From an optimization exercise on the open Yosys and OpenROAD flow, aimed at a short achievable clock period and few clock cycles; shortcuts taken in it are not production practice.
Only simulation tests tie the RTL to the original design; equivalence was not proved.

Setup of red:
// cpu
module cpu(clk,rst_n, iaddr, instr, wdata, we, addr, re, rdata, hlt);
input clk,rst_n;
input [15:0] instr;
input [15:0] rdata;
output we, re;
output [15:0] iaddr;
output [15:0] addr;
output [15:0] wdata;
output hlt;
function [15:0] satadd;
  input [15:0] a, b;
  reg [15:0] s;
  begin
    s = a + b;
    if (a[15] == b[15] && s[15] != a[15])
      satadd = a[15] ? 16'h8000 : 16'h7fff;
    else
      satadd = s;
  end
endfunction
wire        kill_e;           
wire        redirect_ex;      
wire        redirect_id;      
wire        redirect = kill_e | redirect_ex | redirect_id;
wire [15:0] redirect_pc;
reg         stall_id;         
wire        halt_dec;         
reg         halted;
reg  [15:0] pc;
reg  [15:0] ras;              
wire [15:0] pc1 = pc + 16'd1;
wire [3:0]  if_op    = instr[15:12];
wire        if_jal   = (if_op == 4'hD);
wire        if_br    = (if_op == 4'hC) & (|instr[8:0]);
wire        if_jr    = (if_op == 4'hE);
wire [2:0]  if_cc    = instr[11:9];
wire        if_bra   = (if_op == 4'hC);
wire        if_br_pt = if_bra & ((&if_cc) | (if_cc == 3'b000) | (if_cc == 3'b100) | instr[8]);
wire        pc1_neg  = pc[15] ^ (&pc[14:0]);           
wire [6:0]  hi9_p1   = pc[15:9] + 7'd1;
wire [6:0]  hi9_m1   = pc[15:9] - 7'd1;
wire [3:0]  hi12_p1  = pc[15:12] + 4'd1;
wire [3:0]  hi12_m1  = pc[15:12] - 4'd1;
wire [9:0]  lo9      = {1'b0, pc[8:0]} + {1'b0, instr[8:0]} + 10'd1;
wire [6:0]  hi9      = (instr[8] == lo9[9]) ? pc[15:9] : lo9[9] ? hi9_p1 : hi9_m1;
  ...
clock: 6.2 ns
lec_check: 0
abc_clock_period_in_ps: 2200
cap_margin: 20
core_margin: 2
core_utilization: 40
setup_slack_margin: 3.8
slew_margin: 20
standard.sh (not shown) runs the stock make flow with config.mk's settings and CLKGATE_MAP_FILE= SYNTH_SCRIPT=/design/flow/synth_recipe.tcl, a recipe that flattens the netlist after the stock synthesis.
==> flow/flow/run.sh <==
#!/bin/bash
# The standard layout (the standard.sh) with two changes:
#  - synthesis does not map adders onto the library's full/half-adder cells
#    (ADDER_MAP_FILE left empty), so abc restructures the carry logic for
#    speed; registers are unchanged;
#  - every input and output port is still buffered, but with buf_4 instead
#    of the delay-cell buffer buffer_ports picks by itself.
# make's full output goes to make.log in the work folder.
set -euo pipefail
bash standard.sh ADDER_MAP_FILE= "BUFFER_PORTS_ARGS=-buffer_cell sky130_fd_sc_hd__buf_4" finish > make.log 2>&1
Testbench counts of red, summed over its fixed seeds: cycles 67,984.
Modified inputs, orange compared to red
--- a/flow/design.v
+++ b/flow/design.v
@@ -170,34 +170,31 @@
 wire jr_defer = aL_e;
 assign halt_dec = v_d & d_hlt & ~stall_id & ~redirect_ex & ~kill_e;
 always @(posedge clk, negedge rst_n)
   if (!rst_n)
     halted <= 1'b0;
   else if (halt_dec)
     halted <= 1'b1;
 wire issue = v_d & ~stall_id & ~redirect_ex & ~kill_e & ~halted;
-wire z_e;                     
 wire ex_setsflags = v_e & (setz_e | setnv_e);
-wire d_zonly      = (instr_d[11:10] == 2'b00);
-wire z_now        = (v_e & setz_e) ? z_e : zf;
 reg  taken_id;
 always @* begin
   case (instr_d[11:9])
-    3'b000: taken_id = ~z_now;
-    3'b001: taken_id = z_now;
+    3'b000: taken_id = ~zf;
+    3'b001: taken_id = zf;
     3'b010: taken_id = ~zf & ~nf;
     3'b011: taken_id = nf;
     3'b100: taken_id = zf | ~nf;
     3'b101: taken_id = nf | zf;
     3'b110: taken_id = vf;
     default: taken_id = 1'b1;
   endcase
 end
-assign redirect_id = v_d & d_br & (~ex_setsflags | d_zonly) & (taken_id ^ pt_d) & ~redirect_ex & ~kill_e;
+assign redirect_id = v_d & d_br & ~ex_setsflags & (taken_id ^ pt_d) & ~redirect_ex & ~kill_e;
 always @(posedge clk, negedge rst_n)
   if (!rst_n)
     stall_id <= 1'b0;
   else
     stall_id <= (issue & d_lw & (|dst_d) &
                  ((p_use_a & (p_ra == dst_d)) | (p_use_b & (p_rb == dst_d)))) |
                 (issue & d_jr & p_hlt & e_writes & lw_e & (dst_e == ra_d) & (|ra_d));
 always @(posedge clk, negedge rst_n)
@@ -228,17 +225,17 @@
   shamt_e <= instr_d[3:0];
   dst_e   <= dst_d;
   wr_e    <= d_wr;
   addz_e  <= d_addz;
   lw_e    <= d_lw;
   sw_e    <= d_sw;
   setz_e  <= d_setz;
   setnv_e <= d_setnv;
-  br_e    <= d_br & ex_setsflags & ~d_zonly;    
+  br_e    <= d_br & ex_setsflags;       
   jr_e    <= d_jr;
   pt_e    <= pt_d;
   cc_e    <= instr_d[11:9];
   alt_e   <= alt_d;
 end
 wire [15:0] A = a_e;
 wire [15:0] B = b_e;
 wire [15:0] Bx  = f_sub_e ? ~B : B;
@@ -263,17 +260,17 @@
                     ({16{f_lhb_e}} & {b_e[7:0], lhb_lo});
 wire [15:0] c_fwd = bypC_e ? dm_res : c_e;
 wire        f_ar_e = f_sum_e | f_sub_e;
 wire [15:0] kin    = {A[14:0] | Bx[14:0], f_sub_e};
 wire [15:0] zbits  = ({16{f_ar_e}}  & ~(A ^ Bx ^ kin)) |
                      ({16{f_and_e}} & ~(A & B)) |
                      ({16{f_nor_e}} &  (A | B)) |
                      ({16{f_sh_e}}  & ~(A & mask_e));
-assign z_e = (&zbits) & ~(f_ar_e & A[15] & Bx[15]);
+wire        z_e    = (&zbits) & ~(f_ar_e & A[15] & Bx[15]);
 always @(posedge clk, negedge rst_n)
   if (!rst_n) begin
     zf <= 1'b0; nf <= 1'b0; vf <= 1'b0;
   end else begin
     if (e_live & setz_e)  zf <= z_e;
     if (e_live & setnv_e) begin nf <= ovf ? A[15] : sum[15]; vf <= ovf; end
   end
 reg taken;
==> comparison <==
- Relative to red, orange improves relative slew slack.
- The higher final cell count of orange and red is in red.
- [compare] base=red new=orange: cell area decreased 540 um^2; number of distinct library cells after synthesis decreased about 4%; worst setup margin decreased 0.033 ns; length in cells of the worst reg-to-reg path increased 1.
- red ended up with f_sub_e as its launching element of the worst setup path; orange ended up with instr[1].
Testbench counts of orange, summed over its fixed seeds: cycles 68,708.

-- static timing again, ports no longer ideal --
In the flow no input, the clock included, has a driving cell. The finished layouts below were timed again as built, in two steps.
Step 1, drivers: a clkbuf_16 drives clk and a buf_2 each remaining input, both assumed.
Step 2 adds t to the input delays and takes it off the output delays; t is the mean of the earliest and latest rising clock arrival at the registers after step 1. Input paths then give back, and output paths get back, about the clock's delay inside the block.
Slacks: ideal / step 1 / step 2; pairs: ideal / step 1.
| run | t (ns) | slack for setup (ns) | worst setup path at the end | pins driven straight from the clock port |
|---|---|---|---|---|
| red | 0.688 | 2.919 / 2.913 / 2.225 | input to register | 1 |
| orange | 0.704 | 2.886 / 2.895 / 2.192 | input to register | 1 |
After both steps every run listed still meets setup and hold.
